This is an optimization exercise on Yosys and OpenROAD, whose aim is small area, a short achievable clock period and few clock cycles per item, not a production implementation.
At most, simulation tests tie the RTL to the original design; equivalence was not proved.

## CNN
module CNN(
    input                       clk,
    input                       rst_n,
    input                       in_valid,
    input      signed [15:0]    in_data,
    input                       opt,
    output reg                  out_valid,
    output reg signed [15:0]    out_data
);
export LEC_CHECK = 0
export ABC_CLOCK_PERIOD_IN_PS = 4500
export CAP_MARGIN = 20
export CORE_MARGIN = 2
export CORE_UTILIZATION = 40
export CTS_CLUSTER_DIAMETER = 150
export CTS_CLUSTER_SIZE = 20
export SLEW_MARGIN = 20
create_clock -name core_clock -period 18.0 [get_ports {clk}]
run.sh (not shown) runs the stock make flow with config.mk's settings and CLKGATE_MAP_FILE= SYNTH_SCRIPT=/design/flow/synth_recipe.tcl, a recipe that flattens the netlist after the stock synthesis.
Testbench counts at the start, summed over its fixed seeds: cycles 66,240, items 960.
Next try:
--- a/flow/design.v
+++ b/flow/design.v
@@ -6,15 +6,15 @@
     input                       opt,
     output reg                  out_valid,
     output reg signed [15:0]    out_data
 );
 reg [15:0] ring [0:35];
 reg [6:0]  cnt;              
 reg        opt_r;
-reg signed [15:0] m0, m1, m2, m3;
+reg signed [15:0] m1, m2, m3;
 integer i;
 reg [7:0]  k_one [0:8];
 reg [7:0]  k_two [0:8];
 reg [7:0]  k_neg [0:8];
 reg [15:0] cs0_0, cs0_1;
 reg [1:0] cs0_x;
 reg [15:0] cs1_0, cs1_1;
@@ -5242,45 +5242,48 @@
     cs2_1 <= {r2_c1260, r2_s1259, r2_s1257, r2_s1255, r2_s1253, r2_s1251, r2_s1249, r2_s1247, r2_s1245, r2_s1243, r2_s1241, r2_s1239, r2_s1237, r2_s1235, r2_s1233, r2_s1143};
     cs2_x <= {r2_c1200, r2_c1230};
 end
 wire        px = ^cs2_x;
 wire [17:0] t1 = {2'b0, cs2_0} + {2'b0, cs2_1} + (px ? 18'h10000 : 18'h08000);
 wire signed [15:0] conv = t1[15:0] ^ 16'h8000;
 reg  [1:0] blk;
-reg        upd, first, last, ld0, ld1, ld2;
+reg        upd, first, last, ld1, ld2;
 always @(posedge clk) begin
     blk <= 2'd0; upd <= 1'b0;
     case (cnt + 7'd1)
         7'd46, 7'd47, 7'd52, 7'd53: begin blk <= 2'd0; upd <= 1'b1; end
         7'd48, 7'd49, 7'd54, 7'd55: begin blk <= 2'd1; upd <= 1'b1; end
         7'd58, 7'd59, 7'd64, 7'd65: begin blk <= 2'd2; upd <= 1'b1; end
         7'd60, 7'd61, 7'd66, 7'd67: begin blk <= 2'd3; upd <= 1'b1; end
         default: ;
     endcase
     first <= (cnt == 7'd45) || (cnt == 7'd47) || (cnt == 7'd57) || (cnt == 7'd59);
     last  <= (cnt == 7'd66);
-    ld0   <= (cnt == 7'd63);
     ld1   <= (cnt == 7'd64);
     ld2   <= (cnt == 7'd65);
 end
 reg signed [15:0] mb;
 always @(*) begin
     case (blk)
-        2'd0: mb = m0;
+        2'd0: mb = out_data;
         2'd1: mb = m1;
         2'd2: mb = m2;
         default: mb = m3;
     endcase
 end
 wire signed [15:0] acur = first ? {opt_r, 15'd0} : mb;
 wire [17:0] t2 = {2'b0, cs2_0} + {2'b0, cs2_1} + (px ? 18'h10000 : 18'h08000)
                + {2'b0, ~(acur ^ 16'h8000)};
 wire               gt   = t1[16] ^ t2[16];
 wire signed [15:0] mx   = gt ? conv : acur;
 always @(posedge clk) begin
-    if (upd && blk == 2'd0) m0 <= mx;
     if (upd && blk == 2'd1) m1 <= mx;
     if (upd && blk == 2'd2) m2 <= mx;
     if (upd && blk == 2'd3) m3 <= mx;
-    out_data <= ld0 ? m0 : ld1 ? m1 : ld2 ? m2 : mx;
+    if ((upd && blk == 2'd0) || last)
+        out_data <= mx;
+    else if (ld1)
+        out_data <= m1;
+    else if (ld2)
+        out_data <= m2;
 end
 endmodule
Worst setup slack is worse by 15 ps.
Synthesized area fell by 1.7%.
Routed wire length fell by 0.52%.
Hold slack is better by 6.8 ps.
Testbench counts after the change, summed over its fixed seeds: cycles 66,240, items 960.

========
RTL: one of the versions met above, not the one the previous note started from.
For scale: ~4500 cells after synthesis, roughly 970 flip-flops, about 37 I/O pins.
clock: 18.0 ns
lec_check: 0
abc_clock_period_in_ps: 4500
cap_margin: 20
core_margin: 2
core_utilization: 40
slew_margin: 20
The baseline went through all stages and came out clean.
Testbench counts at the start, summed over its fixed seeds: cycles 66,240, items 960.
==> next run, changes <==
--- a/flow/design.v
+++ b/flow/design.v
@@ -5235,55 +5235,48 @@
     cs0_0 <= {r0_x393, r0_c350, r0_c348, r0_c346, r0_c344, r0_c342, r0_c340, r0_c338, r0_c336, r0_c334, r0_c332, r0_c330, r0_c328, r0_c326, r0_c324, r0_s323};
     cs0_1 <= {r0_c352, r0_s351, r0_s349, r0_s347, r0_s345, r0_s343, r0_s341, r0_s339, r0_s337, r0_s335, r0_s333, r0_s331, r0_s329, r0_s327, r0_s325, r0_s241};
     cs0_x <= {r0_c292, r0_c322};
     cs1_0 <= {r1_x850, r1_c801, r1_c799, r1_c797, r1_c795, r1_c793, r1_c791, r1_c789, r1_c787, r1_c785, r1_c783, r1_c781, r1_c779, r1_c777, r1_c775, r1_s774};
     cs1_1 <= {r1_c803, r1_s802, r1_s800, r1_s798, r1_s796, r1_s794, r1_s792, r1_s790, r1_s788, r1_s786, r1_s784, r1_s782, r1_s780, r1_s778, r1_s776, r1_s686};
     cs1_x <= {r1_c743, r1_c773};
     cs2_0 <= {r2_x1307, r2_c1258, r2_c1256, r2_c1254, r2_c1252, r2_c1250, r2_c1248, r2_c1246, r2_c1244, r2_c1242, r2_c1240, r2_c1238, r2_c1236, r2_c1234, r2_c1232, r2_s1231};
     cs2_1 <= {r2_c1260, r2_s1259, r2_s1257, r2_s1255, r2_s1253, r2_s1251, r2_s1249, r2_s1247, r2_s1245, r2_s1243, r2_s1241, r2_s1239, r2_s1237, r2_s1235, r2_s1233, r2_s1143};
     cs2_x <= {r2_c1200, r2_c1230};
 end
-wire        px = ^cs2_x;
-wire [17:0] t1 = {2'b0, cs2_0} + {2'b0, cs2_1} + (px ? 18'h10000 : 18'h08000);
-wire signed [15:0] conv = t1[15:0] ^ 16'h8000;
+wire signed [15:0] conv = cs2_0 + cs2_1 + {^cs2_x, 15'd0};
 reg  [1:0] blk;
-reg        upd, first, last, ld1, ld2;
-always @(posedge clk) begin
-    blk <= 2'd0; upd <= 1'b0;
-    case (cnt + 7'd1)
-        7'd46, 7'd47, 7'd52, 7'd53: begin blk <= 2'd0; upd <= 1'b1; end
-        7'd48, 7'd49, 7'd54, 7'd55: begin blk <= 2'd1; upd <= 1'b1; end
-        7'd58, 7'd59, 7'd64, 7'd65: begin blk <= 2'd2; upd <= 1'b1; end
-        7'd60, 7'd61, 7'd66, 7'd67: begin blk <= 2'd3; upd <= 1'b1; end
+reg        upd, first, last;
+always @(*) begin
+    blk = 2'd0; upd = 1'b0;
+    case (cnt)
+        7'd46, 7'd47, 7'd52, 7'd53: begin blk = 2'd0; upd = 1'b1; end
+        7'd48, 7'd49, 7'd54, 7'd55: begin blk = 2'd1; upd = 1'b1; end
+        7'd58, 7'd59, 7'd64, 7'd65: begin blk = 2'd2; upd = 1'b1; end
+        7'd60, 7'd61, 7'd66, 7'd67: begin blk = 2'd3; upd = 1'b1; end
         default: ;
     endcase
-    first <= (cnt == 7'd45) || (cnt == 7'd47) || (cnt == 7'd57) || (cnt == 7'd59);
-    last  <= (cnt == 7'd66);
-    ld1   <= (cnt == 7'd64);
-    ld2   <= (cnt == 7'd65);
+    first = (cnt == 7'd46) || (cnt == 7'd48) || (cnt == 7'd58) || (cnt == 7'd60);
+    last  = (cnt == 7'd67);
 end
 reg signed [15:0] mb;
 always @(*) begin
     case (blk)
         2'd0: mb = out_data;
         2'd1: mb = m1;
         2'd2: mb = m2;
         default: mb = m3;
     endcase
 end
 wire signed [15:0] acur = first ? {opt_r, 15'd0} : mb;
-wire [17:0] t2 = {2'b0, cs2_0} + {2'b0, cs2_1} + (px ? 18'h10000 : 18'h08000)
-               + {2'b0, ~(acur ^ 16'h8000)};
-wire               gt   = t1[16] ^ t2[16];
-wire signed [15:0] mx   = gt ? conv : acur;
+wire signed [15:0] mx   = (conv > acur) ? conv : acur;
 always @(posedge clk) begin
     if (upd && blk == 2'd1) m1 <= mx;
     if (upd && blk == 2'd2) m2 <= mx;
     if (upd && blk == 2'd3) m3 <= mx;
     if ((upd && blk == 2'd0) || last)
         out_data <= mx;
-    else if (ld1)
+    else if (cnt == 7'd65)
         out_data <= m1;
-    else if (ld2)
+    else if (cnt == 7'd66)
         out_data <= m2;
 end
 endmodule
After rerunning: Via count is higher by 5.9%. Register-to-register slack is worse by 0.23 ns. Count of clock-buffer cells in the layout went down by 4. Fmax goes down by 2.5%.
No functional check of the RTL was part of the second run of this note.

========
Another version of the RTL of CNN (not shown whole).
Size: ~3800 cells after synthesis, about 990 flip-flops, roughly 37 I/O pins, about 0.051 mm2 of cells after synthesis.
==> flow/config.mk <==
export PLATFORM = sky130hd
export DESIGN_NAME = CNN
export DESIGN_NICKNAME = CNN
export VERILOG_FILES = /design/flow/design.v
export SDC_FILE = /design/flow/constraint.sdc
export NUM_CORES = 4
export LEC_CHECK = 0
export ABC_CLOCK_PERIOD_IN_PS = 4500
export CAP_MARGIN = 20
export CORE_MARGIN = 2
export CORE_UTILIZATION = 40
export CTS_CLUSTER_DIAMETER = 150
export CTS_CLUSTER_SIZE = 20
export SLEW_MARGIN = 20
==> flow/constraint.sdc <==
create_clock -name core_clock -period 18.0 [get_ports {clk}]
set_input_delay 3.6000 -clock core_clock [delete_from_list [all_inputs] [get_ports {clk}]]
set_output_delay 3.6000 -clock core_clock [all_outputs]
set_load 0.01 [all_outputs]
standard.sh (not shown) runs the stock make flow with config.mk's settings and CLKGATE_MAP_FILE= SYNTH_SCRIPT=/design/flow/synth_recipe.tcl, a recipe that flattens the netlist after the stock synthesis.
==> flow/flow/run.sh <==
#!/bin/bash
set -euo pipefail
export SYNTH_ARGS=-noabc
export SETUP_SLACK_MARGIN=13.5
bash standard.sh > standard.log 2>&1
Testbench counts at the start, summed over its fixed seeds: cycles 66,240, items 960.
Change:
--- a/flow/design.v
+++ b/flow/design.v
@@ -23,20 +23,24 @@
 reg [1:0] cs2_x;
 always @(posedge clk or negedge rst_n) begin
     if (!rst_n)
         cnt <= 7'd0;
     else if (cnt == 7'd68)
         cnt <= 7'd0;
     else if (cnt != 7'd0 || in_valid)
         cnt <= cnt + 7'd1;
 end
-always @(posedge clk)
-    out_valid <= (cnt >= 7'd64) && (cnt <= 7'd67);
+always @(posedge clk or negedge rst_n) begin
+    if (!rst_n)
+        out_valid <= 1'b0;
+    else
+        out_valid <= (cnt >= 7'd64) && (cnt <= 7'd67);
+end
 always @(posedge clk) begin
     if (cnt == 7'd0)
         opt_r <= opt;
 end
 always @(posedge clk) begin
     ring[0] <= (cnt < 7'd36) ? in_data : ring[35];
     for (i = 1; i < 36; i = i + 1)
         ring[i] <= ring[i-1];
 end
=> The changed run finished clean. Worst setup slack degrades by 0.081 ns. Cell area stays flat. First-iteration DRC count shrinks by 16%. Critical path depth does not change. Via count shrinks by 0.64%.
Testbench counts after the change, summed over its fixed seeds: cycles 66,240, items 960.

re-timing with driven ports:
The flow's constraints put no driver on any port. The routed layouts listed below were extracted and timed again, unchanged, in two steps. Step 1 (the two cells are an assumption about what drives the block):
set clk [get_ports {clk}]
set_driving_cell -lib_cell sky130_fd_sc_hd__clkbuf_16 $clk
set_driving_cell -lib_cell sky130_fd_sc_hd__buf_2 [delete_from_list [all_inputs] $clk]
Step 2 moves the port delays by t, midway between the first and last clock arrival at a register: inputs arrive t later, outputs are due t later. That takes back most of the time a late clock gives input paths. a / b / c = no drivers / after step 1 / after step 2; a / b = the first two.
run	t (ns)	slack for setup (ns)	worst setup path at the end	worst register clock-pin slew, ns
the first run of note 1	0.770	12.791 / 12.720 / 12.339	input to register	0.11 / 0.11
the second run of note 1	0.750	12.776 / 12.701 / 12.273	input to register	0.10 / 0.10
the first run of note 2	0.781	12.712 / 12.629 / 12.280	input to register	0.07 / 0.07
the second run of note 2	0.761	12.579 / 12.578 / 12.239	input to register	0.07 / 0.07
the first run of note 3	0.771	13.236 / 13.159 / 13.000	input to register	0.11 / 0.11
the second run of note 3	0.749	13.155 / 13.077 / 13.036	input to register	0.10 / 0.10
After both steps every run listed still meets setup and hold. The setup slack of the second run of note 1, which loses most, moves by -0.075 ns with the drivers and by -0.503 ns with both steps.
